This design comes from an exercise in tuning for small area on the open sky130 flow, not from production work. At most, simulation tests tie the RTL to the original design; equivalence was not proved. The flow treats the clock pin as an ideal source, which a real chip does not have. Power figures rest on the tool's default switching activity, not on a simulated workload.

run 1:
## Basys3_Abacus_Top
module Basys3_Abacus_Top(
    input clk,
    input rst,
    input btnC,
    input btnR,
    input btnU,
    input [15:0] sw,
    output [6:0] seg,
    output dp,
    output [3:0] an,
    output [15:0] led
);
For scale: ~0.0031 sq mm of cells after synthesis.
export LEC_CHECK = 0
export ABC_AREA = 1
export CAP_MARGIN = 20
export CORE_MARGIN = 2
export CORE_UTILIZATION = 40
export SLEW_MARGIN = 20
create_clock -name core_clock -period 10.0 [get_ports {clk}]
standard.sh (not shown) runs the stock make flow with config.mk's settings and CLKGATE_MAP_FILE= SYNTH_SCRIPT=/design/flow/synth_recipe.tcl, a recipe that flattens the netlist after the stock synthesis.
==> flow/flow/run.sh <==
#!/bin/bash
# Own layout flow: the standard synthesis, then the combinational logic re-mapped for
# area (registers untouched, equivalence proven by Yosys), then the standard layout.
set -euo pipefail
W=$PWD
R=$W/orfs/results/${FLOW_PLATFORM:-sky130hd}/Basys3_Abacus_Top/base
bash standard.sh synth > $W/standard_synth.log 2>&1
cp $R/1_2_yosys.v $W/std_netlist.v
if bash flow/reopt.sh $W/std_netlist.v $W/reopt_netlist.v $W/reopt > $W/reopt.log 2>&1 \
   && grep -q "Equivalence successfully proven" $W/reopt/equiv_yosys.log \
   && ! grep -q '\$' $W/reopt/reopt_stat.txt \
   && [[ ! -s $W/reopt/regs.diff ]]; then
  echo "using the re-mapped netlist" >> $W/reopt.log
  cp $W/reopt_netlist.v $R/1_2_yosys.v
  rm -f $R/1_synth.odb $R/1_synth.sdc
else
  echo "keeping the standard netlist" >> $W/reopt.log
fi
if [[ -f flow/cts_args ]]; then
  export CTS_ARGS="$(cat flow/cts_args)"
fi
if [[ -f flow/port_buffer ]]; then
  export BUFFER_PORTS_ARGS="-buffer_cell $(cat flow/port_buffer)"
fi
bash standard.sh finish > $W/standard_finish.log 2>&1
==> flow/flow/cts_args <==
-sink_clustering_enable -repair_clock_nets -buf_list {sky130_fd_sc_hd__clkbuf_4 sky130_fd_sc_hd__clkbuf_8} -dont_use_dummy_load
Other scripts of this flow, unchanged in this note and not shown: flow/flow/area.abc, flow/flow/dont_use.txt, flow/flow/port_buffer, flow/flow/reopt.sh
What run 2 does differently from run 1 at the input level:
# run 1
export LEC_CHECK = 0
export ABC_AREA = 1
export CAP_MARGIN = 20
export CORE_MARGIN = 2
export CORE_UTILIZATION = 40
export SLEW_MARGIN = 20
create_clock -name core_clock -period 10.0 [get_ports {clk}]
# run 2
export LEC_CHECK = 0
export ABC_AREA = 1
export CAP_MARGIN = 20
export CORE_MARGIN = 2
export CORE_UTILIZATION = 70
export PLACE_DENSITY = 0.8
export SLEW_MARGIN = 20
create_clock -name core_clock -period 10.0 [get_ports {clk}]
## What came out
Utilization: run 2 vs run 1 up 34 points
[compare] base=run 1 new=run 2: global-route wire length before repair has increased, synthesized area neither gained nor lost much, initial antenna violation count comparable.
The die area of run 2 was superior to that of run 1.
The following lists how run 3 was set up differently from run 2:
==> flow/flow/cts_args <==
-sink_clustering_enable -repair_clock_nets -buf_list {sky130_fd_sc_hd__clkbuf_4} -dont_use_dummy_load
### Flow results
- Compared with run 2, in run 3 cell area after layout decreased by 1.6% relative to the old numbers; sequential power share went up by 6.1 points; number of multi-input logic gates comparable.
- Status: maximum frequency from static timing analysis parity (run 2, run 3)
- The setup slack of run 3 is larger than that of run 2.
- Between run 3 and run 2, worst hold slack is lower for run 2, run 3 comes in above that.
- | clock network power | run 3 vs run 2 | 26% lower |
No run of this note included a check of the RTL's function; only the layout flow was run.

Setup of run A:
Another version of the RTL of Basys3_Abacus_Top (not shown whole).
For scale: about 0.0030 mm2 of cells after synthesis.
Settings: LEC_CHECK=0, ABC_AREA=1, CAP_MARGIN=20, CORE_MARGIN=2, CORE_UTILIZATION=80, PLACE_DENSITY=0.95, SLEW_MARGIN=20; clock period 10.0 ns.
==> flow/flow/run.sh <==
#!/bin/bash
# Own layout flow: the standard synthesis, then the combinational logic re-mapped for
# area (registers untouched, equivalence proven by Yosys), then the standard layout.
set -euo pipefail
W=$PWD
R=$W/orfs/results/${FLOW_PLATFORM:-sky130hd}/Basys3_Abacus_Top/base
bash standard.sh synth > $W/standard_synth.log 2>&1
cp $R/1_2_yosys.v $W/std_netlist.v
if bash flow/reopt.sh $W/std_netlist.v $W/reopt_netlist.v $W/reopt > $W/reopt.log 2>&1 \
   && grep -q "Equivalence successfully proven" $W/reopt/equiv_yosys.log \
   && ! grep -q '\$' $W/reopt/reopt_stat.txt \
   && [[ ! -s $W/reopt/regs.diff ]]; then
  echo "using the re-mapped netlist" >> $W/reopt.log
  cp $W/reopt_netlist.v $R/1_2_yosys.v
  rm -f $R/1_synth.odb $R/1_synth.sdc
else
  echo "keeping the standard netlist" >> $W/reopt.log
fi
if [[ -f flow/cts_args ]]; then
  export CTS_ARGS="$(cat flow/cts_args)"
fi
if [[ -f flow/post_cts.tcl ]]; then
  export POST_CTS_TCL="$W/flow/post_cts.tcl"
fi
if [[ -f flow/port_buffer ]]; then
  export BUFFER_PORTS_ARGS="-buffer_cell $(cat flow/port_buffer)"
fi
bash standard.sh finish > $W/standard_finish.log 2>&1
==> flow/flow/post_cts.tcl <==
proc upsize_slow_clock_buffers {limit_ns big} {
  estimate_parasitics -placement
  set changed 0
  foreach inst [get_cells clkbuf_*] {
    set mx 0
    foreach opin [get_pins -of_objects $inst -filter "direction==output"] {
      set net [get_nets -of_objects $opin]
      foreach p [get_pins -of_objects $net -filter "direction==input"] {
        set s [get_property $p slew_max]
        if {$s > $mx} { set mx $s }
      }
    }
    if {$mx > $limit_ns && [get_property $inst ref_name] ne $big} {
      puts "upsizing [get_full_name $inst] (clock slew [format %.3f $mx] ns) to $big"
      replace_cell $inst $big
      incr changed
    }
  }
  if {$changed > 0} {
    detailed_placement
    estimate_parasitics -placement
  }
  return $changed
}
set lim 0.095
if {[info exists ::env(CLK_SLEW_TARGET_NS)]} { set lim $::env(CLK_SLEW_TARGET_NS) }
upsize_slow_clock_buffers $lim sky130_fd_sc_hd__clkbuf_8
Other scripts of this flow, unchanged in this note and not shown: flow/flow/area.abc, flow/flow/areaB.abc, flow/flow/areaC.abc, flow/flow/cts_args, flow/flow/dont_use.txt, flow/flow/port_buffer, flow/flow/reopt.sh
diff inputs: run A => run B
# run A
export LEC_CHECK = 0
export ABC_AREA = 1
export CAP_MARGIN = 20
export CORE_MARGIN = 2
export CORE_UTILIZATION = 80
export PLACE_DENSITY = 0.95
export SLEW_MARGIN = 20
create_clock -name core_clock -period 10.0 [get_ports {clk}]
# run B
export LEC_CHECK = 0
export ABC_AREA = 1
export CAP_MARGIN = 20
export CORE_MARGIN = 2
export CORE_UTILIZATION = 75
export PLACE_DENSITY = 0.95
export SLEW_MARGIN = 20
create_clock -name core_clock -period 10.0 [get_ports {clk}]
==> comparison <==
- Run A was routed with more vias than run B.
- Comparing run A with run B, the post-layout worst setup margin came out essentially unchanged.
- Diff run A -> run B | internal power | decrease of about 1.3%
- Per the comparison of run B with run A, area of the die higher; clock period minus worst slack roughly the same; cell area roughly the same; maximum frequency roughly the same; count of filler cells inserted in the layout higher.
- Going from run A to run B, worst hold margin went down 0.017 ns, number of global-route vias before repair went down 7.5%.
For run C, these inputs were changed with respect to run B:
# run B
export LEC_CHECK = 0
export ABC_AREA = 1
export CAP_MARGIN = 20
export CORE_MARGIN = 2
export CORE_UTILIZATION = 75
export PLACE_DENSITY = 0.95
export SLEW_MARGIN = 20
create_clock -name core_clock -period 10.0 [get_ports {clk}]
# run C
export LEC_CHECK = 0
export ABC_AREA = 1
export CAP_MARGIN = 20
export CORE_MARGIN = 2
export CORE_UTILIZATION = 68
export PLACE_DENSITY = 0.9
export SLEW_MARGIN = 20
create_clock -name core_clock -period 10.0 [get_ports {clk}]
--- a/flow/flow/post_cts.tcl
+++ b/flow/flow/post_cts.tcl
@@ -24,3 +24,3 @@
 }
-set lim 0.095
+set lim 0.105
 if {[info exists ::env(CLK_SLEW_TARGET_NS)]} { set lim $::env(CLK_SLEW_TARGET_NS) }
==> run summary <==
The run showing the greater average via count per standard cell is run B. Of run C and run B, run C shows the lower cell depth of the worst flop-to-flop path, with run B above it. Wire length on met3: run C and run B compared, higher one is run B. On global-route wire length before repair, run C and run B are basically level. Run C vs run B, number of tap instances went up by 4. From run B to run C the numbers moved as follows: post-route minimum period rose 0.072 ns, via count of the routed design fell about 1.2%, largest clock skew in the final design rose 0.0055 ns. Design area of run C is on par with run B. Lower weighted congestion reported at the end of routability-driven placement goes to run B over run C. On fraction of area in multi-input gates, run C and run B are neck and neck.
Relative to run C, the following input files were edited for run D:
--- a/flow/flow/post_cts.tcl
+++ b/flow/flow/post_cts.tcl
@@ -24,3 +24,3 @@
 }
-set lim 0.105
+set lim 0.095
 if {[info exists ::env(CLK_SLEW_TARGET_NS)]} { set lim $::env(CLK_SLEW_TARGET_NS) }
Findings:
The final layout from run D, which completed every stage, passed the timing, design-rule and antenna checks at the end of the flow.
Between run C and run D, the design area does not differ in any meaningful way.
Relative to run C, area overhead of the layout relative to synthesis has gone up in run D.
Between run D and run C, the core utilization of the finished layout figures differ only marginally.

## static timing again, ports no longer ideal
The flow's constraints put no driver on any port. The routed layouts listed below were extracted and timed again, unchanged, in two steps. Step 1 sets driving cells, clkbuf_16 on the clock port and buf_2 on the other inputs (assumed; they add their load-dependent delay and slew). Step 2, shift: input delay + t, output delay - t, t = (earliest + latest rising clock arrival at the registers) / 2. This alone moves slack from input paths to output paths. Three values: ideal, step 1, step 2; two values: the first two.
| run | t, ns | setup slack, ns | worst data-port slew with drivers (ns) |
|---|---|---|---|
| run 1 | 0.357 | 4.359 / 4.336 / 4.336 | 0.03 |
| run 2 | 0.353 | 4.385 / 4.365 / 4.365 | 0.03 |
| run 3 | 0.403 | 4.393 / 4.373 / 4.373 | 0.03 |
| run A | 0.368 | 4.163 / 4.142 / 4.142 | 0.04 |
| run B | 0.365 | 4.165 / 4.142 / 4.142 | 0.04 |
| run C | 0.358 | 4.094 / 4.068 / 4.068 | 0.03 |
| run D | 0.356 | 4.094 / 4.068 / 4.068 | 0.03 |
After both steps every run listed still meets setup and hold.
